Source: an optimization exercise on an open RTL-to-GDS flow (aim: small area, a short achievable clock period and few clock cycles). Production flows keep margins and buffers that such runs may drop.
Only simulation tests tie the RTL to the original design; equivalence was not proved.

### flow/config.mk
export PLATFORM = sky130hd
export DESIGN_NAME = MatrixMulEngine
export DESIGN_NICKNAME = MatrixMulEngine
export VERILOG_FILES = /design/flow/design.v
export SDC_FILE = /design/flow/constraint.sdc
export NUM_CORES = 4
export LEC_CHECK = 0
export CAP_MARGIN = 20
export CORE_MARGIN = 2
export CORE_UTILIZATION = 35
export SLEW_MARGIN = 20
### flow/constraint.sdc
create_clock -name core_clock -period 33.0 [get_ports {clk}]
set_input_delay 6.6000 -clock core_clock [delete_from_list [all_inputs] [get_ports {clk}]]
set_output_delay 6.6000 -clock core_clock [all_outputs]
set_load 0.01 [all_outputs]
### flow/design.v
module FullAdder(
    input augend_i,
    input addend_i,
    input carry_i,
    output sum_o,
    output carry_o);
    assign sum_o = augend_i ^ addend_i ^ carry_i;
    assign carry_o = (augend_i & addend_i) || (addend_i & carry_i) || (carry_i & augend_i);
endmodule
module Compressor32 #(
    parameter XLEN = 49
) (
    input [XLEN - 1 : 0] A_i,
    input [XLEN - 1 : 0] B_i,
    input [XLEN - 1 : 0] C_i,
    output [XLEN - 1 : 0] Sum_o,
    output [XLEN - 1 : 0] Carry_o
);
    generate
        genvar j;
        for(j = 0; j < XLEN; j = j+1)begin
            FullAdder FA(
                .augend_i(A_i[j]),
                .addend_i(B_i[j]),
                .carry_i(C_i[j]),
                .sum_o(Sum_o[j]),
                .carry_o(Carry_o[j])
            );
        end
    endgenerate
endmodule
module Compressor42 #(
    parameter XLEN = 49
) (
    input [XLEN - 1 : 0] A_i,
    input [XLEN - 1 : 0] B_i,
    input [XLEN - 1 : 0] C_i,
    input [XLEN - 1 : 0] D_i,
    output [XLEN - 1 : 0] Sum_o,
    output [XLEN - 1 : 0] Carry_o,
    output hidden_carry_msb);
    wire [XLEN - 1: 0] top_sum;
    wire [XLEN - 1: 0] top_carry;
    Compressor32 top32(
        .A_i(A_i),
        .B_i(B_i),
        .C_i(C_i),
        .Sum_o(top_sum),
        .Carry_o(top_carry)
    );
    Compressor32 down32(
        .A_i(top_sum),
        .B_i({top_carry<<1}),
        .C_i(D_i),
        .Sum_o(Sum_o),
        .Carry_o(Carry_o)
    );
    assign hidden_carry_msb = top_carry[XLEN - 1];
endmodule
module R4Booth #(
    parameter PARM_MANT = 23
) (
    input [PARM_MANT : 0] MantA_i,  
    input [PARM_MANT : 0] MantB_i,
    output [2*PARM_MANT + 2 : 0] pp_00_o,  
    output [2*PARM_MANT + 2 : 0] pp_01_o,
    output [2*PARM_MANT + 2 : 0] pp_02_o,
    output [2*PARM_MANT + 2 : 0] pp_03_o,
    output [2*PARM_MANT + 2 : 0] pp_04_o,
    output [2*PARM_MANT + 2 : 0] pp_05_o,
    output [2*PARM_MANT + 2 : 0] pp_06_o,
    output [2*PARM_MANT + 2 : 0] pp_07_o,
    output [2*PARM_MANT + 2 : 0] pp_08_o,
    output [2*PARM_MANT + 2 : 0] pp_09_o,
    output [2*PARM_MANT + 2 : 0] pp_10_o,
    output [2*PARM_MANT + 2 : 0] pp_11_o,
    output [2*PARM_MANT + 1 : 0] pp_12_o
);
    parameter PARM_PP = ((PARM_MANT+1)+1+1)/2;  
    wire [PARM_MANT + 3 : 0] mant_B_Padding = {2'd0, MantB_i, 1'd0};
    wire [PARM_PP - 1 : 0] mul1x;  
    wire [PARM_PP - 1 : 0] mul2x;  
    wire [PARM_PP - 1 : 0] mulsign;  
    generate
        genvar j;
        for (j = 0; j < 13; j = j+1) begin
            assign mul1x[j] =  mant_B_Padding[j*2] ^ mant_B_Padding[j*2 + 1];
            assign mul2x[j] =   ((~mant_B_Padding[j*2]) & (~mant_B_Padding[j*2 + 1]) & (mant_B_Padding[j*2 + 2])) ||
                                ((mant_B_Padding[j*2]) & (mant_B_Padding[j*2+1]) & (~mant_B_Padding[j*2+2]));
            assign mulsign[j] = mant_B_Padding[j*2 + 2];
        end
    endgenerate
    reg [PARM_MANT + 1 : 0] booth_PP_tmp [PARM_PP - 1: 0];
    wire [PARM_MANT + 1 : 0] booth_PP [PARM_PP - 1: 0];
    integer idx;
    always @(*) begin
        for (idx = 0; idx < PARM_PP; idx = idx + 1) begin
            if(mul1x[idx]) booth_PP_tmp[idx] = MantA_i;
            else if(mul2x[idx]) booth_PP_tmp[idx] = MantA_i << 1;
            else booth_PP_tmp[idx] = 0;
        end
    end
    generate
        genvar k;
        for(k = 0; k < PARM_PP; k = k + 1)begin
            assign booth_PP[k] = (mulsign[k])? ~booth_PP_tmp[k] : booth_PP_tmp[k];
        end
    endgenerate 
    assign pp_00_o = {21'd0, ~mulsign[ 0],{2{mulsign[0]}},booth_PP[0]}; 
    assign pp_01_o = {21'd1, ~mulsign[ 1], booth_PP[ 1], 1'b0, mulsign[ 0]};
    assign pp_02_o = {19'd1, ~mulsign[ 2], booth_PP[ 2], 1'b0, mulsign[ 1],  2'd0};
    assign pp_03_o = {17'd1, ~mulsign[ 3], booth_PP[ 3], 1'b0, mulsign[ 2],  4'd0};
    assign pp_04_o = {15'd1, ~mulsign[ 4], booth_PP[ 4], 1'b0, mulsign[ 3],  6'd0};
    assign pp_05_o = {13'd1, ~mulsign[ 5], booth_PP[ 5], 1'b0, mulsign[ 4],  8'd0};
    assign pp_06_o = {11'd1, ~mulsign[ 6], booth_PP[ 6], 1'b0, mulsign[ 5], 10'd0};
    assign pp_07_o = { 9'd1, ~mulsign[ 7], booth_PP[ 7], 1'b0, mulsign[ 6], 12'd0};
    assign pp_08_o = { 7'd1, ~mulsign[ 8], booth_PP[ 8], 1'b0, mulsign[ 7], 14'd0};
    assign pp_09_o = { 5'd1, ~mulsign[ 9], booth_PP[ 9], 1'b0, mulsign[ 8], 16'd0};
    assign pp_10_o = { 3'd1, ~mulsign[10], booth_PP[10], 1'b0, mulsign[ 9], 18'd0};
    assign pp_11_o = { 1'd1, ~mulsign[11], booth_PP[11], 1'b0, mulsign[10], 20'd0};
    assign pp_12_o = {booth_PP[12][PARM_MANT : 0], 1'b0, mulsign[11], 22'd0};  
endmodule
module WallaceTree #(
    parameter PARM_MANT = 23
) (
    input [2*PARM_MANT + 2 : 0] pp_00_i,
    input [2*PARM_MANT + 2 : 0] pp_01_i,
    input [2*PARM_MANT + 2 : 0] pp_02_i,
    input [2*PARM_MANT + 2 : 0] pp_03_i,
    input [2*PARM_MANT + 2 : 0] pp_04_i,
    input [2*PARM_MANT + 2 : 0] pp_05_i,
    input [2*PARM_MANT + 2 : 0] pp_06_i,
    input [2*PARM_MANT + 2 : 0] pp_07_i,
    input [2*PARM_MANT + 2 : 0] pp_08_i,
    input [2*PARM_MANT + 2 : 0] pp_09_i,
    input [2*PARM_MANT + 2 : 0] pp_10_i,
    input [2*PARM_MANT + 2 : 0] pp_11_i,
    input [2*PARM_MANT + 1 : 0] pp_12_i,
    output [2*PARM_MANT + 2 : 0] wallace_sum_o,
    output [2*PARM_MANT + 2 : 0] wallace_carry_o,
    output suppression_sign_extension_o);
    wire  [2*PARM_MANT + 2 : 0] csa_sum [9 - 1: 0];
    wire  [2*PARM_MANT + 2 : 0] csa_carry [9 - 1: 0];
    wire  [2*PARM_MANT + 2 : 0] csa_shcy [9 - 1: 0];
    wire  [9 : 3] sign_extension;
    generate
        genvar i;
        for(i = 3; i < 9; i = i+1)begin
            assign sign_extension[i] = csa_carry[i][2*PARM_MANT + 2];
        end
    endgenerate
    generate
        genvar j;
        for(j = 0; j < 9; j = j+1)begin
            assign csa_shcy[j] = csa_carry[j] << 1;
        end
    endgenerate
    Compressor32 #(2*PARM_MANT + 3) LV1_0 (.A_i(pp_00_i),.B_i(pp_01_i),.C_i(pp_02_i),.Sum_o(csa_sum[0]),.Carry_o(csa_carry[0]));
    Compressor32 #(2*PARM_MANT + 3) LV1_1 (.A_i(pp_03_i),.B_i(pp_04_i),.C_i(pp_05_i),.Sum_o(csa_sum[1]),.Carry_o(csa_carry[1]));
    Compressor32 #(2*PARM_MANT + 3) LV1_2 (.A_i(pp_06_i),.B_i(pp_07_i),.C_i(pp_08_i),.Sum_o(csa_sum[2]),.Carry_o(csa_carry[2]));
    Compressor32 #(2*PARM_MANT + 3) LV1_3 (.A_i(pp_09_i),.B_i(pp_10_i),.C_i(pp_11_i),.Sum_o(csa_sum[3]),.Carry_o(csa_carry[3]));
    Compressor32 #(2*PARM_MANT + 3) LV2_0 (.A_i(csa_sum[0] ),.B_i(csa_shcy[0]),.C_i(csa_sum[1] ),.Sum_o(csa_sum[4]),.Carry_o(csa_carry[4]));
    Compressor32 #(2*PARM_MANT + 3) LV2_1 (.A_i(csa_shcy[1]),.B_i(csa_sum[2] ),.C_i(csa_shcy[2]),.Sum_o(csa_sum[5]),.Carry_o(csa_carry[5]));
    Compressor32 #(2*PARM_MANT + 3) LV2_2 (.A_i(csa_sum[3] ),.B_i(csa_shcy[3]),.C_i({1'd0, pp_12_i}),.Sum_o(csa_sum[6]),.Carry_o(csa_carry[6]));
    Compressor32 #(2*PARM_MANT + 3) LV3_0 (.A_i(csa_sum[4] ),.B_i(csa_shcy[4]),.C_i(csa_sum[5] ),.Sum_o(csa_sum[7]),.Carry_o(csa_carry[7]));
    Compressor32 #(2*PARM_MANT + 3) LV3_1 (.A_i(csa_shcy[5]),.B_i(csa_sum[6] ),.C_i(csa_shcy[6]),.Sum_o(csa_sum[8]),.Carry_o(csa_carry[8]));
    Compressor42 #(2*PARM_MANT + 3)
        LV4_Final (
            .A_i(csa_sum[7]),
            .B_i(csa_shcy[7]),
            .C_i(csa_sum[8]),
            .D_i(csa_shcy[8]),
            .Sum_o(wallace_sum_o),
            .Carry_o(wallace_carry_o),
            .hidden_carry_msb(sign_extension[9])
        );
    assign suppression_sign_extension_o = |sign_extension;
endmodule
module SpecialCaseDetector #(
    parameter PARM_XLEN         = 32,
    parameter PARM_EXP          = 8,
    parameter PARM_MANT         = 23
) (
    input [PARM_XLEN - 1 : 0] A_i,
    input [PARM_XLEN - 1 : 0] B_i,
    input [PARM_XLEN - 1 : 0] C_i,
    input A_Leadingbit_i,
    input B_Leadingbit_i,
    input C_Leadingbit_i,
    output A_Inf_o,
    output B_Inf_o,
    output C_Inf_o,
    output A_Zero_o,
    output B_Zero_o,
    output C_Zero_o,
    output A_NaN_o,
    output B_NaN_o,
    output C_NaN_o,
    output A_DeN_o,
    output B_DeN_o,
    output C_DeN_o);
    wire [PARM_EXP - 1: 0] Exp_Fullone = {PARM_EXP{1'b1}};  
    wire A_ExpZero = ~A_Leadingbit_i;
    wire B_ExpZero = ~B_Leadingbit_i;
    wire C_ExpZero = ~C_Leadingbit_i;
    wire A_ExpFull = (A_i[PARM_XLEN - 2 : PARM_MANT] == Exp_Fullone);
    wire B_ExpFull = (B_i[PARM_XLEN - 2 : PARM_MANT] == Exp_Fullone);
    wire C_ExpFull = (C_i[PARM_XLEN - 2 : PARM_MANT] == Exp_Fullone);
    wire A_MantZero = (A_i[PARM_MANT - 1 : 0] == 0);
    wire B_MantZero = (B_i[PARM_MANT - 1 : 0] == 0);
    wire C_MantZero = (C_i[PARM_MANT - 1 : 0] == 0);
    assign A_Zero_o = A_ExpZero & A_MantZero;
    assign B_Zero_o = B_ExpZero & B_MantZero;
    assign C_Zero_o = C_ExpZero & C_MantZero;
    assign A_Inf_o = A_ExpFull & A_MantZero;
    assign B_Inf_o = B_ExpFull & B_MantZero;
    assign C_Inf_o = C_ExpFull & C_MantZero;
    assign A_NaN_o = A_ExpFull & (~A_MantZero);
    assign B_NaN_o = B_ExpFull & (~B_MantZero);
    assign C_NaN_o = C_ExpFull & (~C_MantZero);
    assign A_DeN_o  = A_ExpZero & (~A_MantZero);
    assign B_DeN_o  = B_ExpZero & (~B_MantZero);
    assign C_DeN_o  = C_ExpZero & (~C_MantZero);
endmodule
module PreNormalizer #(
    parameter PARM_EXP  = 8,
    parameter PARM_MANT = 23,
    parameter PARM_BIAS = 127
) (
    input A_sign_i,
    input B_sign_i,
    input C_sign_i,
    input Sub_Sign_i,
    input [PARM_EXP - 1 : 0] A_Exp_i,
    input [PARM_EXP - 1 : 0] B_Exp_i,
    input [PARM_EXP - 1 : 0] C_Exp_i,
    input [PARM_MANT : 0] A_Mant_i,
    input Sign_flip_i, 
    input Mv_halt_i,
    input [PARM_EXP + 1 : 0] Exp_mv_i,
    input Exp_mv_sign_i,
    output Sign_aligned_o,
    output [PARM_EXP + 1: 0] Exp_aligned_o,
    output reg [74 : 0] A_Mant_aligned_o,
    output reg Mant_sticky_sht_out_o
    );
    wire [73 : 0] A_Mant_aligned;
    wire [PARM_MANT : 0] Drop_bits;
    assign {A_Mant_aligned, Drop_bits} = {A_Mant_i, 74'd0} >> (Mv_halt_i ? 0 : Exp_mv_i);
    assign Sign_aligned_o = (Exp_mv_sign_i)? A_sign_i : B_sign_i ^ C_sign_i;
    assign Exp_aligned_o = (Exp_mv_sign_i)? A_Exp_i : (B_Exp_i + C_Exp_i - PARM_BIAS + 27);  
    always @(*) begin
        if(Exp_mv_sign_i)
            A_Mant_aligned_o = (A_Mant_i << 50);
        else if(~Mv_halt_i)
            A_Mant_aligned_o = {Sub_Sign_i, {74{Sub_Sign_i}}^A_Mant_aligned};
        else 
            A_Mant_aligned_o = 0;
    end
    wire [PARM_MANT : 0] A_Mant_2compelemnt = (~A_Mant_i) + 1;  
    wire [PARM_MANT : 0] Drop_bits_2complement = (~Drop_bits) + 1;  
    always @(*) begin
        if(Sub_Sign_i & (~Sign_flip_i))
            Mant_sticky_sht_out_o = (Mv_halt_i)? (|A_Mant_2compelemnt) : (|Drop_bits_2complement);
        else
            Mant_sticky_sht_out_o = (Mv_halt_i)? (|A_Mant_i) : (|Drop_bits);
    end
endmodule
module EACAdder #(
    parameter PARM_MANT = 23
) (
    input [2*PARM_MANT + 1 : 0] CSA_sum_i,
    input [2*PARM_MANT + 1 : 0] CSA_carry_i,
    input Carry_postcor_i,
    input Sub_Sign_i,
    input A_Zero_i,    
    output [2*PARM_MANT + 1 : 0] low_sum_o,
    output low_carry_o,
    output [2*PARM_MANT + 1 : 0] low_sum_inv_o,
    output low_carry_inv_o);
    wire end_round_carry = Sub_Sign_i & (~A_Zero_i);
    assign {low_carry_o, low_sum_o} =  CSA_sum_i + {Carry_postcor_i, CSA_carry_i[2*PARM_MANT : 0], end_round_carry};
    assign {low_carry_inv_o, low_sum_inv_o} = 2'b10 + {1'b1, ~CSA_sum_i} + {~Carry_postcor_i, ~CSA_carry_i[2*PARM_MANT : 0], ~end_round_carry};
endmodule
module MSBIncrementer #(
    parameter PARM_MANT = 23
) (
    input low_carry_i,
    input low_carry_inv_i,
    input [PARM_MANT + 3 : 0]   A_Mant_aligned_high_i, 
    output [PARM_MANT + 3 : 0]  high_sum_o,
    output [PARM_MANT + 3 : 0]  high_sum_inv_o
);
    wire high_carry;         
    wire high_carry_inv;     
    assign {high_carry, high_sum_o} = (low_carry_i)? A_Mant_aligned_high_i + 1 : A_Mant_aligned_high_i;
    assign {high_carry_inv, high_sum_inv_o} = (low_carry_inv_i)? ~A_Mant_aligned_high_i : ~A_Mant_aligned_high_i - 1;
endmodule
module ZeroDetector_Base #(
    parameter XLEN = 8
) (
    input [XLEN - 1: 0] base_data_i,
    output zero_o );
    assign zero_o = (base_data_i == 0);
endmodule
module ZeroDetector_Group #(
    parameter XLEN = 2
) (
    input [XLEN - 1 : 0] group_data_i,
    output group_zero_o );
    assign group_zero_o = &group_data_i;
endmodule
module LeadingOneDetector_Top #(
    parameter X_LEN = 74,
    parameter PARM_SHIFTZERO = $clog2(X_LEN)
) (
    input  [X_LEN - 1 : 0] data_i,
    output reg [PARM_SHIFTZERO - 1 : 0] shift_num_o,
    output allzero_o );
    wire [7:0] base_zeros;
    generate
        genvar i;
        for(i = 0; i < 8; i = i+1)begin
            ZeroDetector_Base #(8) lzd_base(
                .base_data_i(data_i[(72 - i*8) -: 8]),
                .zero_o(base_zeros[i])
            );
        end
    endgenerate
    wire [3:0] lv1_zeros;
    generate
        genvar j;
        for (j = 0; j < 4; j = j+1) begin
            ZeroDetector_Group #(2) lzd_grouplv1(
                .group_data_i(base_zeros[j*2 +:2]),
                .group_zero_o(lv1_zeros[j])
            );
        end
    endgenerate
    wire [1:0] lv2_zeros;
    ZeroDetector_Group #(2) lzd_grouplv2_0(
        .group_data_i(lv1_zeros[1:0]),
        .group_zero_o(lv2_zeros[0])
    );
    ZeroDetector_Group #(2) lzd_grouplv2_1(
        .group_data_i(lv1_zeros[3:2]),
        .group_zero_o(lv2_zeros[1])
    );
    wire lv3_zeros;
    ZeroDetector_Group #(2) lzd_grouplv3(
        .group_data_i(lv2_zeros),
        .group_zero_o(lv3_zeros)
    );
    wire left_zero = (data_i[8:0] == 9'd0);
    assign allzero_o = lv3_zeros & left_zero;
    always @(*) begin
        if(lv3_zeros)begin
            if(data_i[8])  shift_num_o = 64;
            else if(data_i[7]) shift_num_o = 65;
            else if(data_i[6]) shift_num_o = 66;
            else if(data_i[5]) shift_num_o = 67;
            else if(data_i[4]) shift_num_o = 68;
            else if(data_i[3]) shift_num_o = 69;
            else if(data_i[2]) shift_num_o = 70;
            else if(data_i[1]) shift_num_o = 71;
            else shift_num_o = 72;  
        end
        else begin  
            if(lv2_zeros[0])begin  
                if(lv1_zeros[2])begin  
                    if(base_zeros[6])begin  
                        if(data_i[16]) shift_num_o = 56;
                        else if(data_i[15]) shift_num_o = 57;
                        else if(data_i[14]) shift_num_o = 58;
                        else if(data_i[13]) shift_num_o = 59;
                        else if(data_i[12]) shift_num_o = 60;
                        else if(data_i[11]) shift_num_o = 61;
                        else if(data_i[10]) shift_num_o = 62;
                        else  shift_num_o = 63;  
                    end
                    else begin  
                        if(data_i[24]) shift_num_o = 48;
                        else if(data_i[23]) shift_num_o = 49;
                        else if(data_i[22]) shift_num_o = 50;
                        else if(data_i[21]) shift_num_o = 51;
                        else if(data_i[20]) shift_num_o = 52;
                        else if(data_i[19]) shift_num_o = 53;
                        else if(data_i[18]) shift_num_o = 54;
                        else  shift_num_o = 55;  
                    end
                end
                else begin  
                    if(base_zeros[4])begin  
                        if(data_i[32]) shift_num_o = 40;
                        else if(data_i[31]) shift_num_o = 41;
                        else if(data_i[30]) shift_num_o = 42;
                        else if(data_i[29]) shift_num_o = 43;
                        else if(data_i[28]) shift_num_o = 44;
                        else if(data_i[27]) shift_num_o = 45;
                        else if(data_i[26]) shift_num_o = 46;
                        else  shift_num_o = 47;  
                    end
                    else begin  
                        if(data_i[40]) shift_num_o = 32;
                        else if(data_i[39]) shift_num_o = 33;
                        else if(data_i[38]) shift_num_o = 34;
                        else if(data_i[37]) shift_num_o = 35;
                        else if(data_i[36]) shift_num_o = 36;
                        else if(data_i[35]) shift_num_o = 37;
                        else if(data_i[34]) shift_num_o = 38;
                        else  shift_num_o = 39;  
                    end
                end
            end
            else begin  
                if(lv1_zeros[0])begin   
                    if(base_zeros[2])begin  
                        if(data_i[48]) shift_num_o = 24;
                        else if(data_i[47]) shift_num_o = 25;
                        else if(data_i[46]) shift_num_o = 26;
                        else if(data_i[45]) shift_num_o = 27;
                        else if(data_i[44]) shift_num_o = 28;
                        else if(data_i[43]) shift_num_o = 29;
                        else if(data_i[42]) shift_num_o = 30;
                        else shift_num_o = 31;  
                    end
                    else begin  
                        if(data_i[56]) shift_num_o = 16;
                        else if(data_i[55]) shift_num_o = 17;
                        else if(data_i[54]) shift_num_o = 18;
                        else if(data_i[53]) shift_num_o = 19;
                        else if(data_i[52]) shift_num_o = 20;
                        else if(data_i[51]) shift_num_o = 21;
                        else if(data_i[50]) shift_num_o = 22;
                        else shift_num_o = 23;  
                    end
                end
                else begin  
                    if(base_zeros[0])begin  
                        if(data_i[64]) shift_num_o = 8;
                        else if(data_i[63]) shift_num_o = 9;
                        else if(data_i[62]) shift_num_o = 10;
                        else if(data_i[61]) shift_num_o = 11;
                        else if(data_i[60]) shift_num_o = 12;
                        else if(data_i[59]) shift_num_o = 13;
                        else if(data_i[58]) shift_num_o = 14;
                        else shift_num_o = 15;  
                    end
                    else begin  
                        if(data_i[72]) shift_num_o = 0;
                        else if(data_i[71]) shift_num_o = 1;
                        else if(data_i[70]) shift_num_o = 2;
                        else if(data_i[69]) shift_num_o = 3;
                        else if(data_i[68]) shift_num_o = 4;
                        else if(data_i[67]) shift_num_o = 5;
                        else if(data_i[66]) shift_num_o = 6;
                        else shift_num_o = 7;  
                    end
                end
            end
        end
    end
endmodule
module Normalizer#(
    parameter PARM_EXP              = 8,
    parameter PARM_MANT             = 23,
    parameter PARM_LEADONE_WIDTH    = 7
) (
    input [3*PARM_MANT + 4 : 0]Mant_i,
    input [PARM_EXP + 1 : 0]Exp_i,
    input [PARM_LEADONE_WIDTH - 1 : 0] Shift_num_i,
    input Exp_mv_sign_i,
    output [3*PARM_MANT + 4 : 0] Mant_norm_o,
    output reg [PARM_EXP + 1 : 0] Exp_norm_o,
    output [PARM_EXP + 1 : 0] Exp_norm_mone_o,
    output [PARM_EXP + 1 : 0] Exp_max_rs_o,
    output [3*PARM_MANT + 6 : 0] Rs_Mant_o
    );
    wire [PARM_LEADONE_WIDTH - 1 : 0] Shift_num = (Exp_mv_sign_i | Mant_i[3*PARM_MANT + 4])? 0 : Shift_num_i;  
    reg [PARM_EXP : 0] norm_amt;
    always @(*) begin
        if(Exp_i[PARM_EXP + 1]) 
            norm_amt = 0;  
        else if(Exp_i > Shift_num) 
            norm_amt = Shift_num;  
        else 
            norm_amt =  Exp_i[PARM_EXP : 0] - 1;  
    end
    assign Mant_norm_o = Mant_i << norm_amt;
    always @(*) begin
        if(Exp_i[PARM_EXP + 1]) 
            Exp_norm_o = 0;  
        else if(Exp_i > Shift_num) 
            Exp_norm_o = Exp_i - Shift_num;  
        else 
            Exp_norm_o = 1;  
    end
    assign Exp_norm_mone_o = Exp_i - Shift_num - 1;
    assign Exp_max_rs_o = Exp_i[PARM_EXP : 0] + 74;
    wire [PARM_EXP + 1 : 0] Rs_count = (~Exp_i + 1) + 1;  
    assign Rs_Mant_o = {Mant_i, 2'd0} >> Rs_count;
endmodule
module Rounder #(
    parameter PARM_EXP              = 8,
    parameter PARM_MANT             = 23
) (
    input [PARM_EXP + 1 : 0]Exp_i,
    input Sign_i,
    input Allzero_i,
    input Exp_mv_sign_i,
    input Sub_Sign_i,
    input [PARM_EXP - 1 : 0] A_Exp_raw_i,
    input [PARM_MANT : 0] A_Mant_i,
    input A_Sign_i,
    input B_Sign_i,
    input C_Sign_i,
    input A_DeN_i,
    input A_Inf_i,
    input B_Inf_i,
    input C_Inf_i,
    input A_Zero_i,
    input B_Zero_i,
    input C_Zero_i,
    input A_NaN_i,
    input B_NaN_i,
    input C_NaN_i,
    input Mant_sticky_sht_out_i,
    input Minus_sticky_bit_i,
    input [3*PARM_MANT + 4 : 0] Mant_norm_i,
    input [PARM_EXP + 1 : 0] Exp_norm_i,
    input [PARM_EXP + 1 : 0] Exp_norm_mone_i,
    input [PARM_EXP + 1 : 0] Exp_max_rs_i,
    input [3*PARM_MANT + 6 : 0] Rs_Mant_i,
    output reg Sign_result_o,
    output reg [PARM_EXP - 1 : 0] Exp_result_o,
    output reg [PARM_MANT - 1 : 0] Mant_result_o);
    reg [2*PARM_MANT + 1 : 0] Mant_sticky_changed;
    always @(*) begin
        if(Exp_norm_i[PARM_EXP + 1]) 
            Mant_sticky_changed = Rs_Mant_i [2*PARM_MANT + 3 : 2];
        else if(Exp_norm_i == 0) 
            Mant_sticky_changed = Mant_norm_i[2*PARM_MANT + 2 : 1];
        else if(Mant_norm_i[3*PARM_MANT + 4]) 
            Mant_sticky_changed = Mant_norm_i[2*PARM_MANT + 1 : 0];
        else 
            Mant_sticky_changed = {Mant_norm_i[2*PARM_MANT : 0], 1'b0};
    end
    wire Sticky_one = (|Mant_sticky_changed) || Mant_sticky_sht_out_i || Minus_sticky_bit_i;
    reg Mant_sticky;
    reg [PARM_MANT : 0] Mant_result_norm;  
    reg [PARM_EXP - 1 : 0] Exp_result_norm;  
    reg [1 : 0] Mant_lower;
    always @(*) begin
        Mant_result_norm = 0;
        Exp_result_norm = 0;
        Mant_lower = 2'b00;
        Sign_result_o = 1'b0;
        Mant_sticky = 1'b0;
        if(A_Inf_i | B_Inf_i | C_Inf_i)begin
            Exp_result_norm = 8'b1111_1111;
            if(A_Inf_i) Sign_result_o = A_Sign_i;
            else Sign_result_o = B_Sign_i ^ C_Sign_i; 
        end
        else if(B_Zero_i | C_Zero_i)begin 
            Mant_result_norm = A_Mant_i;
            Exp_result_norm = A_Exp_raw_i;
            Sign_result_o = A_Sign_i;
        end
        else if(Exp_mv_sign_i)begin
            Mant_result_norm = A_Mant_i;
            Exp_result_norm = A_Exp_raw_i;
            Sign_result_o = A_Sign_i;
            Mant_sticky = Sticky_one;
        end
        else if(Allzero_i)begin
            Sign_result_o = Sign_i;
        end
        else if(Exp_i[PARM_EXP + 1])begin 
            if(~Exp_max_rs_i[PARM_EXP + 1])begin
                Sign_result_o = Sign_i;
            end
            else begin 
                Mant_result_norm = {1'b0, Rs_Mant_i[3*PARM_MANT + 6 : 2*PARM_MANT + 6]};
                Mant_lower = Rs_Mant_i[2*PARM_MANT + 5 : 2*PARM_MANT + 4];
                Sign_result_o = Sign_i;
                Mant_sticky = Sticky_one;
            end
        end
        else if(Exp_norm_i[PARM_EXP - 1 : 0] == 8'b1111_1111)begin
            if(Mant_norm_i[3*PARM_MANT + 4] || (Mant_norm_i[3*PARM_MANT + 4 : 2*PARM_MANT + 4] == 0))begin 
                Sign_result_o = Sign_i;
            end
            else begin 
                Exp_result_norm = 8'b1111_1110;  
                Sign_result_o = Sign_i;
                Mant_result_norm  = Mant_norm_i [3*PARM_MANT + 2 : 2*PARM_MANT + 3];
                Mant_lower = Mant_norm_i[2*PARM_MANT + 2 : 2*PARM_MANT + 1];
                Mant_sticky = Sticky_one;
            end
        end
        else if(Exp_norm_i[PARM_EXP])begin 
            Sign_result_o = Sign_i;
        end
        else if(Exp_norm_i == 10'd0)begin 
            Mant_result_norm = {1'b0, Mant_norm_i[3*PARM_MANT + 4 : 2*PARM_MANT + 5]};
            Mant_lower = Mant_norm_i[2*PARM_MANT + 4 : 2*PARM_MANT + 3];
            Sign_result_o = Sign_i;
            Mant_sticky = Sticky_one;
        end
        else if(Exp_norm_i == 10'd1)begin
            if(Mant_norm_i[3*PARM_MANT + 4])begin 
                Mant_result_norm = Mant_norm_i[3*PARM_MANT + 4 : 2*PARM_MANT + 4];
                Exp_result_norm = 1;
                Mant_lower = Mant_norm_i[2*PARM_MANT + 3 : 2*PARM_MANT + 2];
                Sign_result_o = Sign_i;
                Mant_sticky = Sticky_one;
            end
            else begin 
                Mant_result_norm = Mant_norm_i[3*PARM_MANT + 4: 2*PARM_MANT + 4];
                Mant_lower = Mant_norm_i[2*PARM_MANT + 3 : 2*PARM_MANT + 2];
                Sign_result_o = Sign_i;
                Mant_sticky = Sticky_one;
            end
        end
        else if(~Mant_norm_i[3*PARM_MANT + 4])begin 
            Mant_result_norm = Mant_norm_i[3*PARM_MANT + 3 : 2*PARM_MANT + 3];
            Exp_result_norm = Exp_norm_mone_i[PARM_EXP - 1 : 0];
            Mant_lower = Mant_norm_i[2*PARM_MANT + 2 : 2*PARM_MANT + 1];
            Sign_result_o = Sign_i;
            Mant_sticky = Sticky_one;
        end
        else begin 
            Mant_result_norm = Mant_norm_i[3*PARM_MANT + 4 : 2*PARM_MANT + 4];
            Exp_result_norm = Exp_norm_i[PARM_EXP - 1 : 0];
            Mant_lower = Mant_norm_i[2*PARM_MANT + 3 : 2*PARM_MANT + 2];
            Sign_result_o = Sign_i;
            Mant_sticky = Sticky_one;
        end
    end
    wire GRSbits = (|Mant_lower) || Mant_sticky; 
    reg Mant_roundup;
    always @(*) begin
        Mant_roundup = GRSbits & (~Sign_i);  
    end
    wire [PARM_MANT + 1 : 0] Mant_upper_rounded = Mant_result_norm + Mant_roundup;
    wire Mant_renormalize = Mant_upper_rounded[PARM_MANT + 1];
    always @(*) begin
        if(Mant_renormalize)
            Mant_result_o = Mant_upper_rounded[PARM_MANT : 1];
        else 
            Mant_result_o = Mant_upper_rounded[PARM_MANT - 1 : 0];
    end
    always@(*)begin
        Exp_result_o = Exp_result_norm + Mant_renormalize;
    end
endmodule
module MAC32_top #(
    parameter PARM_XLEN     = 32,
    parameter PARM_EXP      = 8,
    parameter PARM_MANT     = 23,
    parameter PARM_BIAS     = 127
) (
    input clk,
    input rst_n,
    input [PARM_XLEN - 1 : 0] A_i,
    input [PARM_XLEN - 1 : 0] B_i,
    input [PARM_XLEN - 1 : 0] C_i,
    output reg [PARM_XLEN - 1 : 0] Result  
    );
    parameter PARM_LEADONE_WIDTH = 7;
    parameter PARM_EXP_ONE      = 8'h01; 
    wire A_Leadingbit = | A_i[PARM_XLEN - 2 : PARM_MANT]; 
    wire B_Leadingbit = | B_i[PARM_XLEN - 2 : PARM_MANT];
    wire C_Leadingbit = | C_i[PARM_XLEN - 2 : PARM_MANT];
    wire A_Inf, B_Inf, C_Inf;
    wire A_Zero, B_Zero, C_Zero;
    wire A_NaN, B_NaN, C_NaN;
    wire A_DeN, B_DeN, C_DeN;
    wire [PARM_XLEN - 1 : 0] Result_o;
    always @(posedge clk or negedge rst_n) begin
        if (!rst_n) begin
            Result <= 0;
        end else begin
            Result <= Result_o;
        end
    end
    SpecialCaseDetector #(
        .PARM_XLEN(PARM_XLEN),
        .PARM_EXP(PARM_EXP),
        .PARM_MANT(PARM_MANT)
    ) SpecialCaseDetector (
        .A_i(A_i),
        .B_i(B_i),
        .C_i(C_i),
        .A_Leadingbit_i(A_Leadingbit),
        .B_Leadingbit_i(B_Leadingbit),
        .C_Leadingbit_i(C_Leadingbit),
        .A_Inf_o(A_Inf),
        .B_Inf_o(B_Inf),
        .C_Inf_o(C_Inf),
        .A_Zero_o(A_Zero),
        .B_Zero_o(B_Zero),
        .C_Zero_o(C_Zero),
        .A_NaN_o(A_NaN),
        .B_NaN_o(B_NaN),
        .C_NaN_o(C_NaN),
        .A_DeN_o(A_DeN),
        .B_DeN_o(B_DeN),
        .C_DeN_o(C_DeN)
    );
    wire A_Sign = A_i[PARM_XLEN - 1];
    wire B_Sign = B_i[PARM_XLEN - 1];
    wire C_Sign = C_i[PARM_XLEN - 1];
    wire Sub_Sign = A_Sign ^ B_Sign ^ C_Sign;  
    wire [PARM_EXP - 1: 0] A_Exp = A_DeN ? PARM_EXP_ONE : A_i[PARM_XLEN - 2 : PARM_MANT];
    wire [PARM_EXP - 1: 0] B_Exp = B_DeN ? PARM_EXP_ONE : B_i[PARM_XLEN - 2 : PARM_MANT];
    wire [PARM_EXP - 1: 0] C_Exp = C_DeN ? PARM_EXP_ONE : C_i[PARM_XLEN - 2 : PARM_MANT];
    wire [PARM_MANT : 0] A_Mant = {A_Leadingbit, A_i[PARM_MANT - 1 : 0]};
    wire [PARM_MANT : 0] B_Mant = {B_Leadingbit, B_i[PARM_MANT - 1 : 0]};
    wire [PARM_MANT : 0] C_Mant = {C_Leadingbit, C_i[PARM_MANT - 1 : 0]};
    wire [2*PARM_MANT + 2 : 0] booth_PP [12 - 1: 0];
    wire [2*PARM_MANT + 1 : 0] booth_PP_13;
    R4Booth #(
        .PARM_MANT(PARM_MANT)
    ) R4Booth (
        .MantA_i(B_Mant),
        .MantB_i(C_Mant),
        .pp_00_o(booth_PP[ 0]),
        .pp_01_o(booth_PP[ 1]),
        .pp_02_o(booth_PP[ 2]),
        .pp_03_o(booth_PP[ 3]),
        .pp_04_o(booth_PP[ 4]),
        .pp_05_o(booth_PP[ 5]),
        .pp_06_o(booth_PP[ 6]),
        .pp_07_o(booth_PP[ 7]),
        .pp_08_o(booth_PP[ 8]),
        .pp_09_o(booth_PP[ 9]),
        .pp_10_o(booth_PP[10]),
        .pp_11_o(booth_PP[11]),
        .pp_12_o(booth_PP_13)
    );
    wire [2*PARM_MANT + 2 : 0] Wallace_sum;
    wire [2*PARM_MANT + 2 : 0] Wallace_carry;
    wire Wallace_suppression_sign_extension;
    WallaceTree #(
        .PARM_MANT(PARM_MANT)
    ) WallaceTree (
        .pp_00_i(booth_PP[ 0]),
        .pp_01_i(booth_PP[ 1]),
        .pp_02_i(booth_PP[ 2]),
        .pp_03_i(booth_PP[ 3]),
        .pp_04_i(booth_PP[ 4]),
        .pp_05_i(booth_PP[ 5]),
        .pp_06_i(booth_PP[ 6]),
        .pp_07_i(booth_PP[ 7]),
        .pp_08_i(booth_PP[ 8]),
        .pp_09_i(booth_PP[ 9]),
        .pp_10_i(booth_PP[10]),
        .pp_11_i(booth_PP[11]),
        .pp_12_i(booth_PP_13),
        .wallace_sum_o(Wallace_sum),
        .wallace_carry_o(Wallace_carry),
        .suppression_sign_extension_o(Wallace_suppression_sign_extension)
    );
    wire Sign_aligned;
    wire Exp_mv_sign;
    wire Mv_halt;
    wire [PARM_EXP + 1 : 0] Exp_mv = 27 - A_Exp + B_Exp + C_Exp - PARM_BIAS; 
    wire [PARM_EXP + 1 : 0] Exp_mv_neg = -27 + A_Exp - B_Exp - C_Exp + PARM_BIAS;
    assign Exp_mv_sign = Exp_mv[PARM_EXP + 1];
    assign Mv_halt = ((~Exp_mv_sign) & (Exp_mv[PARM_EXP : 0] > 73)) || A_Zero; 
    wire SignFlip_ADD_PRN;
    wire [3*PARM_MANT + 5 : 0] A_Mant_aligned;
    wire [PARM_MANT + 3 : 0] A_Mant_aligned_high = A_Mant_aligned[3*PARM_MANT + 5 : 2*PARM_MANT + 2];
    wire [2*PARM_MANT + 1 : 0] A_Mant_aligned_low = A_Mant_aligned[2*PARM_MANT + 1 : 0];
    wire signed [PARM_EXP + 1 : 0] Exp_aligned;
    wire Mant_sticky_sht_out;
    PreNormalizer #(
        .PARM_EXP(PARM_EXP),
        .PARM_MANT(PARM_MANT),
        .PARM_BIAS(PARM_BIAS)
    ) PreNormalizer (
        .A_sign_i(A_Sign),
        .B_sign_i(B_Sign),
        .C_sign_i(C_Sign),
        .Sub_Sign_i(Sub_Sign),
        .A_Exp_i(A_Exp),
        .B_Exp_i(B_Exp),
        .C_Exp_i(C_Exp),
        .A_Mant_i(A_Mant),
        .Sign_flip_i(SignFlip_ADD_PRN), 
        .Mv_halt_i(Mv_halt),
        .Exp_mv_i(Exp_mv),
        .Exp_mv_sign_i(Exp_mv_sign),
        .A_Mant_aligned_o(A_Mant_aligned),
        .Exp_aligned_o(Exp_aligned),
        .Sign_aligned_o(Sign_aligned),
        .Mant_sticky_sht_out_o(Mant_sticky_sht_out)
    );
    wire [2*PARM_MANT + 2 : 0] Wallace_sum_adjusted;
    wire [2*PARM_MANT + 2 : 0] Wallace_carry_adjusted;
    assign Wallace_sum_adjusted = (Exp_mv_sign) ? 0 : Wallace_sum;
    assign Wallace_carry_adjusted = (Exp_mv_sign) ? 0 : Wallace_carry;
    wire [2*PARM_MANT + 1 : 0] CSA_sum;
    wire [2*PARM_MANT + 1 : 0] CSA_carry;
    Compressor32 #(
        .XLEN(2*PARM_MANT + 2)
    ) CarrySaveAdder (
        .A_i(A_Mant_aligned_low),
        .B_i(Wallace_sum_adjusted[2*PARM_MANT + 1 : 0]),
        .C_i({Wallace_carry_adjusted[2*PARM_MANT : 0], 1'b0}),
        .Sum_o(CSA_sum),
        .Carry_o(CSA_carry)
    );
    reg [73 : 0] PosSum;
    wire Minus_sticky_bit;
    wire Adder_sign;
    wire wallace_msb_G = Wallace_sum_adjusted[2*PARM_MANT + 2] & Wallace_carry_adjusted[2*PARM_MANT + 1];
    wire adder_Correlated_sign = Wallace_suppression_sign_extension | Wallace_carry_adjusted[2*PARM_MANT + 2] | wallace_msb_G;
    wire Carry_postcor = (~Exp_mv_sign) & ((~adder_Correlated_sign) ^ CSA_carry[2*PARM_MANT + 1]);
    wire [2*PARM_MANT + 1 : 0] low_sum;
    wire low_carry;
    wire [2*PARM_MANT + 1 : 0] low_sum_inv;
    wire low_carry_inv;
    EACAdder #(
        .PARM_MANT(PARM_MANT)
    ) EACAdder (
        .CSA_sum_i(CSA_sum),
        .CSA_carry_i(CSA_carry),
        .Carry_postcor_i(Carry_postcor),
        .Sub_Sign_i(Sub_Sign),
        .A_Zero_i(A_Zero),
        .low_sum_o(low_sum),
        .low_carry_o(low_carry),
        .low_sum_inv_o(low_sum_inv),
        .low_carry_inv_o(low_carry_inv)
    );
    wire [PARM_MANT + 3 : 0] high_sum;
    wire [PARM_MANT + 3 : 0] high_sum_inv;
    MSBIncrementer #(
        .PARM_MANT(PARM_MANT)
    ) MSBIncrementer (
        .low_carry_i(low_carry),
        .low_carry_inv_i(low_carry_inv),
        .A_Mant_aligned_high_i(A_Mant_aligned_high), 
        .high_sum_o(high_sum),
        .high_sum_inv_o(high_sum_inv)
    );
    wire bc_not_strange = ~(B_Inf | C_Inf | B_Zero | C_Zero | B_NaN | C_NaN);
    wire [3*PARM_MANT + 4 : 0] sub_minus = {{A_Mant_aligned_high[PARM_MANT+2 : 0], 1'b0} - bc_not_strange, 47'd0};
    assign SignFlip_ADD_PRN = high_sum[PARM_MANT + 3];
    assign Adder_sign = Exp_mv_sign ? Sign_aligned : (SignFlip_ADD_PRN ^ Sign_aligned);
    always @(*) begin
        if (Mv_halt)
            PosSum = {{26'd0}, low_sum};  
        else if (Exp_mv_sign)
            PosSum = Sub_Sign ? sub_minus : {A_Mant_aligned_high[PARM_MANT+2 : 0], 48'd0};  
        else if (SignFlip_ADD_PRN)
            PosSum = {high_sum_inv[PARM_MANT + 2 : 0], low_sum_inv};  
        else
            PosSum = {high_sum[PARM_MANT + 2 : 0], low_sum};  
    end
    assign Minus_sticky_bit = Exp_mv_sign && (bc_not_strange);
    wire [PARM_LEADONE_WIDTH - 1 : 0] shift_num;
    wire allzero;
    LeadingOneDetector_Top #(
        .X_LEN(74)
    ) LeadingOneDetector (
        .data_i(PosSum),
        .shift_num_o(shift_num),
        .allzero_o(allzero)
    );
    wire [3*PARM_MANT + 4 : 0] Mant_norm;
    wire [PARM_EXP + 1 : 0] Exp_norm;
    wire [PARM_EXP + 1 : 0] Exp_norm_mone;
    wire [PARM_EXP + 1 : 0] Exp_max_rs;
    wire [3*PARM_MANT + 6 : 0] Rs_Mant;
    Normalizer #(
        .PARM_EXP(PARM_EXP),
        .PARM_MANT(PARM_MANT),
        .PARM_LEADONE_WIDTH(PARM_LEADONE_WIDTH)
    ) Normalizer (
        .Mant_i(PosSum),
        .Exp_i(Exp_aligned),
        .Shift_num_i(shift_num),
        .Exp_mv_sign_i(Exp_mv_sign),
        .Mant_norm_o(Mant_norm),
        .Exp_norm_o(Exp_norm),
        .Exp_norm_mone_o(Exp_norm_mone),
        .Exp_max_rs_o(Exp_max_rs),
        .Rs_Mant_o(Rs_Mant)
    );
    wire Sign_result;
    wire [PARM_EXP - 1 : 0] Exp_result;
    wire [PARM_MANT - 1 : 0] Mant_result;
    assign Result_o = {Sign_result, Exp_result, Mant_result};
    Rounder #(
        .PARM_EXP(PARM_EXP),          
        .PARM_MANT(PARM_MANT)
    ) Rounder (
        .Exp_i(Exp_aligned),
        .Sign_i(Adder_sign),
        .Allzero_i(allzero),
        .Exp_mv_sign_i(Exp_mv_sign),
        .Sub_Sign_i(Sub_Sign),
        .A_Exp_raw_i(A_i[PARM_XLEN - 2 : PARM_MANT]),
        .A_Mant_i(A_Mant),
        .A_Sign_i(A_Sign),
        .B_Sign_i(B_Sign),
        .C_Sign_i(C_Sign),
        .A_DeN_i(A_DeN),
        .A_Inf_i(A_Inf),
        .B_Inf_i(B_Inf),
        .C_Inf_i(C_Inf),
        .A_Zero_i(A_Zero),
        .B_Zero_i(B_Zero),
        .C_Zero_i(C_Zero),
        .A_NaN_i(A_NaN),
        .B_NaN_i(B_NaN),
        .C_NaN_i(C_NaN),
        .Mant_sticky_sht_out_i(Mant_sticky_sht_out),
        .Minus_sticky_bit_i(Minus_sticky_bit),
        .Mant_norm_i(Mant_norm),
        .Exp_norm_i(Exp_norm),
        .Exp_norm_mone_i(Exp_norm_mone),
        .Exp_max_rs_i(Exp_max_rs),
        .Rs_Mant_i(Rs_Mant),
        .Sign_result_o(Sign_result),
        .Exp_result_o(Exp_result),
        .Mant_result_o(Mant_result)
    );
endmodule
module DotProductEngine #(
    parameter DATA_WIDTH = 32,
    parameter ADDR_WIDTH = 10
)(
    input wire clk,
    input wire rst_n,
    input wire start,
    input wire [ADDR_WIDTH-1:0] vec_length,
    input wire [DATA_WIDTH-1:0] patch_data,
    input wire [DATA_WIDTH-1:0] filter_data,
    output reg done,
    output reg [DATA_WIDTH-1:0] result,
    output reg [ADDR_WIDTH-1:0] patch_addr,
    output reg [ADDR_WIDTH-1:0] filter_addr
);
    reg [1:0] state, next_state;
    parameter IDLE = 2'b00;
    parameter RUN  = 2'b01;
    parameter WAIT_RESULT = 2'b10;
    parameter DONE = 2'b11;
    reg [ADDR_WIDTH-1:0] counter;
    reg [DATA_WIDTH-1:0] acc;
    wire [DATA_WIDTH-1:0] mac_result;
    MAC32_top u_mac (
        .clk(clk),
        .rst_n(rst_n),
        .A_i(acc),
        .B_i(patch_data),
        .C_i(filter_data),
        .Result(mac_result)
    );
    always @(posedge clk or negedge rst_n) begin
        if (!rst_n)
            state <= IDLE;
        else
            state <= next_state;
    end
    always @(*) begin
        case (state)
            IDLE: next_state = (start) ? RUN : IDLE;
            RUN: next_state = WAIT_RESULT;
            WAIT_RESULT: next_state = (counter == vec_length) ? DONE : RUN;
            DONE: next_state = IDLE;
            default: next_state = IDLE;
        endcase
    end
    always @(posedge clk or negedge rst_n) begin
        if (!rst_n) begin
            counter <= 0;
            acc <= 0;
            patch_addr <= 0;
            filter_addr <= 0;
            done <= 0;
            result <= 0;
        end else begin
            case (state)
                IDLE: begin
                    counter <= 0;
                    acc <= 32'b0;
                    patch_addr <= 0;
                    filter_addr <= 0;
                    done <= 0;
                end
                RUN: begin
                    patch_addr <= patch_addr + 1;
                    filter_addr <= filter_addr + 1;
                    counter <= counter + 1;
                end
                WAIT_RESULT: begin
                    acc <= mac_result;   
                end
                DONE: begin
                    result <= acc;
                    done <= 1;
                end
            endcase
        end
    end
endmodule
`timescale 1ns/1ps
module MatrixMulEngine #(
    parameter MAX_M = 4,
    parameter MAX_K = 4,
    parameter MAX_N = 4,
    parameter ADDR_M_BITS = $clog2(MAX_M),
    parameter ADDR_K_BITS = $clog2(MAX_K),
    parameter ADDR_N_BITS = $clog2(MAX_N),
    parameter ADDR_A_BITS = $clog2(MAX_M * MAX_K),
    parameter ADDR_B_BITS = $clog2(MAX_K * MAX_N),
    parameter ADDR_C_BITS = $clog2(MAX_M * MAX_N),
    parameter ADDR_WIDTH = $clog2((MAX_M > MAX_K ? (MAX_M > MAX_N ? MAX_M : MAX_N) : (MAX_K > MAX_N ? MAX_K : MAX_N)))
)(
    input wire clk,
    input wire rst_n,
    input wire start,
    output reg done,
    input [ADDR_M_BITS:0] M_val,
    input [ADDR_K_BITS:0] K_val,
    input [ADDR_N_BITS:0] N_val,
    input  wire [32*MAX_M*MAX_K-1:0] matrix_A,
    input  wire [32*MAX_K*MAX_N-1:0] matrix_B,
    output reg  [32*MAX_M*MAX_N-1:0] matrix_C
);
    reg [1:0] state;
    localparam IDLE = 2'b00,
               WAIT_DPE = 2'b01,
               STORE = 2'b10;
    integer i;
    reg [ADDR_M_BITS-1:0] row_idx;
    reg [ADDR_N_BITS-1:0] col_idx;
    reg  dpe_start;
    wire dpe_done;
    wire [31:0] dpe_result;
    wire [ADDR_WIDTH-1:0] dpe_patch_addr, dpe_filter_addr;
    wire [31:0] dpe_patch_data, dpe_filter_data;
    wire [ADDR_A_BITS-1:0] a_index = row_idx * K_val + dpe_patch_addr;
    wire [ADDR_B_BITS-1:0] b_index = dpe_filter_addr * N_val + col_idx;
    wire [ADDR_C_BITS-1:0] c_index = row_idx * N_val + col_idx;
    wire [ADDR_WIDTH-1:0] vec_len_ext = K_val;
    DotProductEngine #(
        .ADDR_WIDTH(ADDR_WIDTH)
    ) dpe_inst (
        .clk(clk),
        .rst_n(rst_n),
        .start(dpe_start),
        .vec_length(vec_len_ext),
        .patch_data(dpe_patch_data),
        .filter_data(dpe_filter_data),
        .done(dpe_done),
        .result(dpe_result),
        .patch_addr(dpe_patch_addr),
        .filter_addr(dpe_filter_addr)
    );
    assign dpe_patch_data  = matrix_A[a_index*32 +: 32];
    assign dpe_filter_data = matrix_B[b_index*32 +: 32];
    always @(posedge clk) begin
        if (rst_n && state == STORE)
            matrix_C[c_index*32 +: 32] <= dpe_result;
    end
    always @(posedge clk or negedge rst_n) begin
        if (!rst_n) begin
            state <= IDLE;
            row_idx <= 0;
            col_idx <= 0;
            dpe_start <= 0;
            done <= 0;
        end else begin
            case (state)
                IDLE: begin
                    done <= 0;
                    if (start) begin
                        row_idx <= 0;
                        col_idx <= 0;
                        dpe_start <= 1;
                        state <= WAIT_DPE;
                    end
                end
                WAIT_DPE: begin
                    dpe_start <= 0;
                    if (dpe_done) begin
                        state <= STORE;
                    end
                end
                STORE: begin
                    if (col_idx < N_val - 1) begin
                        col_idx <= col_idx + 1;
                        dpe_start <= 1;
                        state <= WAIT_DPE;
                    end else if (row_idx < M_val - 1) begin
                        row_idx <= row_idx + 1;
                        col_idx <= 0;
                        dpe_start <= 1;
                        state <= WAIT_DPE;
                    end else begin
                        done <= 1;
                        state <= IDLE;
                    end
                end
            endcase
        end
    end
endmodule
### flow/run.sh
#!/bin/bash
# synth_recipe.tcl (not shown) runs the flow's synth.tcl, then flattens the netlist and writes it again
# the make line also repeats each setting of config.mk as NAME=value (left out here)
make -C /OpenROAD-flow-scripts/flow DESIGN_CONFIG=/design/flow/config.mk WORK_HOME=/design/flow/orfs CLKGATE_MAP_FILE= SYNTH_SCRIPT=/design/flow/synth_recipe.tcl finish
==> run notes <==
layout make-up:
type / instances / area [sq um]
inverter: 510 / 1910
sequential: 625 / 18200
fill: 22100 / 117000
tap: 3132 / 3920
clock buffer: 67 / 1420
antenna: 555 / 1390
multi-input combinational: 6970 / 58900
timing repair buffer: 3343 / 29700
clock inverter: 33 / 369
worst max-delay path: cells and delay by family:
| kind | cells | cell delay (ps) |
|---|---|---|
| muxes | 3 | 1450 |
| adders and majority gates | 14 | 4700 |
| xor gates and xnor gates | 3 | 460 |
| AOI/OAI and AO/OA | 36 | 8540 |
| buffers and inverters | 23 | 4290 |
| and+or+nand+nor | 31 | 6280 |
cells by family (layout without fill, tap and decap cells):
family | Yosys count | count (layout) | share of synthesized area [%]
buffers and inverters | 1246 | 3953 | 6.33
and+or+nand+nor | 2409 | 2409 | 14.3
DFF | 625 | 625 | 22.2
muxes | 1090 | 1090 | 19.1
adders and majority gates | 634 | 634 | 12.6
AOI/OAI and AO/OA | 2326 | 2326 | 19.9
xor gates and xnor gates | 511 | 511 | 5.57
other | 0 | 555 | 0
cell usage in the layout (no fill, tap or decap), types with 88 or more instances in the layout:
cell type,n
a21o_1,98
mux2_2,603
dfrtp_1,112
nor3_1,162
mux2i_1,162
and2_1,92
o211ai_1,124
diode_2,555
nand2b_1,113
nand2_1,758
xnor2_1,422
a211oi_1,88
a22oi_1,321
nand3_1,186
clkdlybuf4s50_1,1547
fa_1,317
inv_1,493
mux4_2,320
o21ai_0,345
a21oi_1,442
nor2_1,600
ha_1,304
nand4_1,88
edfxtp_1,512
o22ai_1,103
buf_4,1733
how the worst max path moves through the flow:
stage               depth (start not counted)  slack, ps  startpoint                   endpoint
floorplan                                 113       3600    K_val[0]  dpe_inst.u_mac.Result[29]
global placement                          111        210    K_val[0]  dpe_inst.u_mac.Result[29]
detailed placement                        108        300    K_val[0]  dpe_inst.u_mac.Result[29]
CTS                                       112        780    K_val[0]  dpe_inst.u_mac.Result[29]
global route                              113         10    K_val[0]  dpe_inst.u_mac.Result[29]
finish                                    110        990    K_val[0]  dpe_inst.u_mac.Result[29]
metrics by stage:
step / area, sq um / hold WS [ps] / worst slack [ps]
detailed placement: 113000 / 446 / 299
floorplan: 81900 / 428 / 3600
finish: 116000 / 418 / 990
global placement: 113000 / 436 / 209
global route: 116000 / 480 / 12.7
CTS: 114000 / 415 / 782
sequential cells by signal, indices dropped and copies added, names as in the netlist:
register	flops
col_idx	2
done	1
dpe_inst.acc	32
dpe_inst.counter	2
dpe_inst.done	1
dpe_inst.filter_addr	2
dpe_inst.patch_addr	2
dpe_inst.result	32
dpe_inst.state	2
dpe_inst.u_mac.Result	32
dpe_start	1
matrix_C	512
row_idx	2
state	2
routing by layer:
| metal | global-route usage [%] | wire (um) |
|---|---|---|
| met5 | 1.31 | 411 |
| met4 | 48.3 | 69200 |
| met3 | 14.9 | 66500 |
| met2 | 67.4 | 243000 |
| met1 | 56.0 | 212000 |
timing repair:
action | 4_1_cts | 5_1_grt
hold buffers | 0 | 0
setup buffers | 0 | 7
endpoints found under the setup margin | 0 | 17
hold endpoints to repair | 0 | 0
gates resized for setup | 0 | 5
==> impl_metrics.json <==
{
  "insertion_delay_ps": 650,
  "viasPerCell": 6.22,
  "grt_max_degree": 134,
  "cts.sinks": 625,
  "wl_per_cell_um": 38.8,
  "ant_nets": 0,
  "setup_viol": 0,
  "hold_path_class": "reg -> reg",
  "place_congestion": 1.19,
  "grt_pass1_wl_um": 782000,
  "synth_edf_count": 512,
  "r2r_setup_slack_ps": 6950,
  "min_period_ps": 32010,
  "firstDrtPassIters": 10,
  "grt_usage_pct": 47.8,
  "cts_tree": "done",
  "worst_path_most_repeated_cell": "buf_4",
  "coreArea_sq_mm": 0.233,
  "skew_ps": 50.8,
  "dp_hpwl_um": 496000,
  "clk_pin_slew_worst_paths_ps": 70,
  "fin_setup_tns_ps": 0,
  "vias": 94800,
  "ys.warnings.count": 10,
  "synth.distinct_cells": 147,
  "netlist_top_cells_count": "nand2_1 (767), nor2_1 (605), mux2_2 (603)",
  "finalCritPeriodShare_pct": 97.0,
  "rows": 177,
  "slew_headroom_pct": 11.8,
  "area_delta_synth_final_pct": 41.4,
  "holdPathStages": 2,
  "fmax_mhz": 31.2,
  "cts_made_buffers": 53,
  "htree_levels": 2,
  "grt_antenna_before_repair": 207,
  "drc": 0,
  "root_buffer": "clkbuf_16",
  "yosysTopAreaCell": "edfxtp_1",
  "critPathKind": "in -> reg",
  "cpMaxStageDelayCell": "ha_4",
  "rsz0062_at_grt": "false",
  "timing.rr.end": "dpe_inst.u_mac.Result[29]",
  "drt_first_iter_violations": 13100,
  "worst-path-max-fanout": 50,
  "netlist_area_sq_mm": 0.0819,
  "nets": 13200,
  "fin_cells": 15200,
  "synth_seq_area_share_pct": 22.2,
  "clk_path_buf_depth": 3,
  "yosys.area.top_type_share_pct": 18.8,
  "postSynthAreaPerCell_sq_um": 9.27,
  "crit_path_start_kind": "input pin",
  "hp-start": "dpe_inst.u_mac.Result[1]",
  "finalHoldViolations": 0,
  "final_layout_size_suffix_gt1_share_pct": 26.3,
  "cpPeakStageDelay_ps": 720,
  "arrival_ps": 32530,
  "dieWidth_um": 488,
  "cp-end-kind": "flip-flop",
  "pin_count": 1549,
  "grt_pass1_vias": 89800,
  "synthTopCellsByArea": "edfxtp_1 (19%), mux4_2 (8.8%), mux2_2 (8.3%)",
  "yosysMostFrequentCell": "nand2_1",
  "async_flop_share_pct": 18.1,
  "grt_overflow": 0,
  "ys_ff_latch": 625,
  "crit_required_ps": 33520,
  "initial_core_util_pct": 35.2,
  "place_inst": 14600,
  "tightest_slew_ps": 1320,
  "synthFlopType": "edfxtp_1",
  "status": "finished clean",
  "timing.final.max_slew_violations": 0,
  "die_h_um": 488,
  "reg2reg_from": "row_idx[1]",
  "die_area_sq_mm": 0.238,
  "syn-instance-count": 8841,
  "maxCapViolations": 0,
  "final_util_pct": 49.8,
  "wl_um": 590000,
  "hold-path-endpoint": "dpe_inst.acc[1]",
  "io_buffers": 1548,
  "syn-num-nets": 10500,
  "worstRegToRegCells": 109
}
Testbench counts, summed over its fixed seeds: cycles 10,704.

[afterwards: timing with drivers on the ports]
In the flow no input, the clock included, has a driving cell. The finished layout below was timed again as built, in two steps.
Step 1 assumes that a clkbuf_16 drives the clock port and a buf_2 every other input.
Step 2 also shifts input and output timing later by t, the mid clock arrival at the registers, as if the neighbouring blocks saw the same clock.
Slacks: ideal / step 1 / step 2; pairs: ideal / step 1.
t (ns): 0.720
slack for setup (ns): 0.990 / 1.042 / 0.322
hold WS [ns]: 0.418 / 0.418 / 0.418
slew at the worst register clock pin (ns): 0.07 / 0.07
cell pins on the clock port's net: 1
After both steps this run still meets setup and hold. For this run, drivers alone change the setup slack by +0.052 ns; drivers and shift together by -0.668 ns.
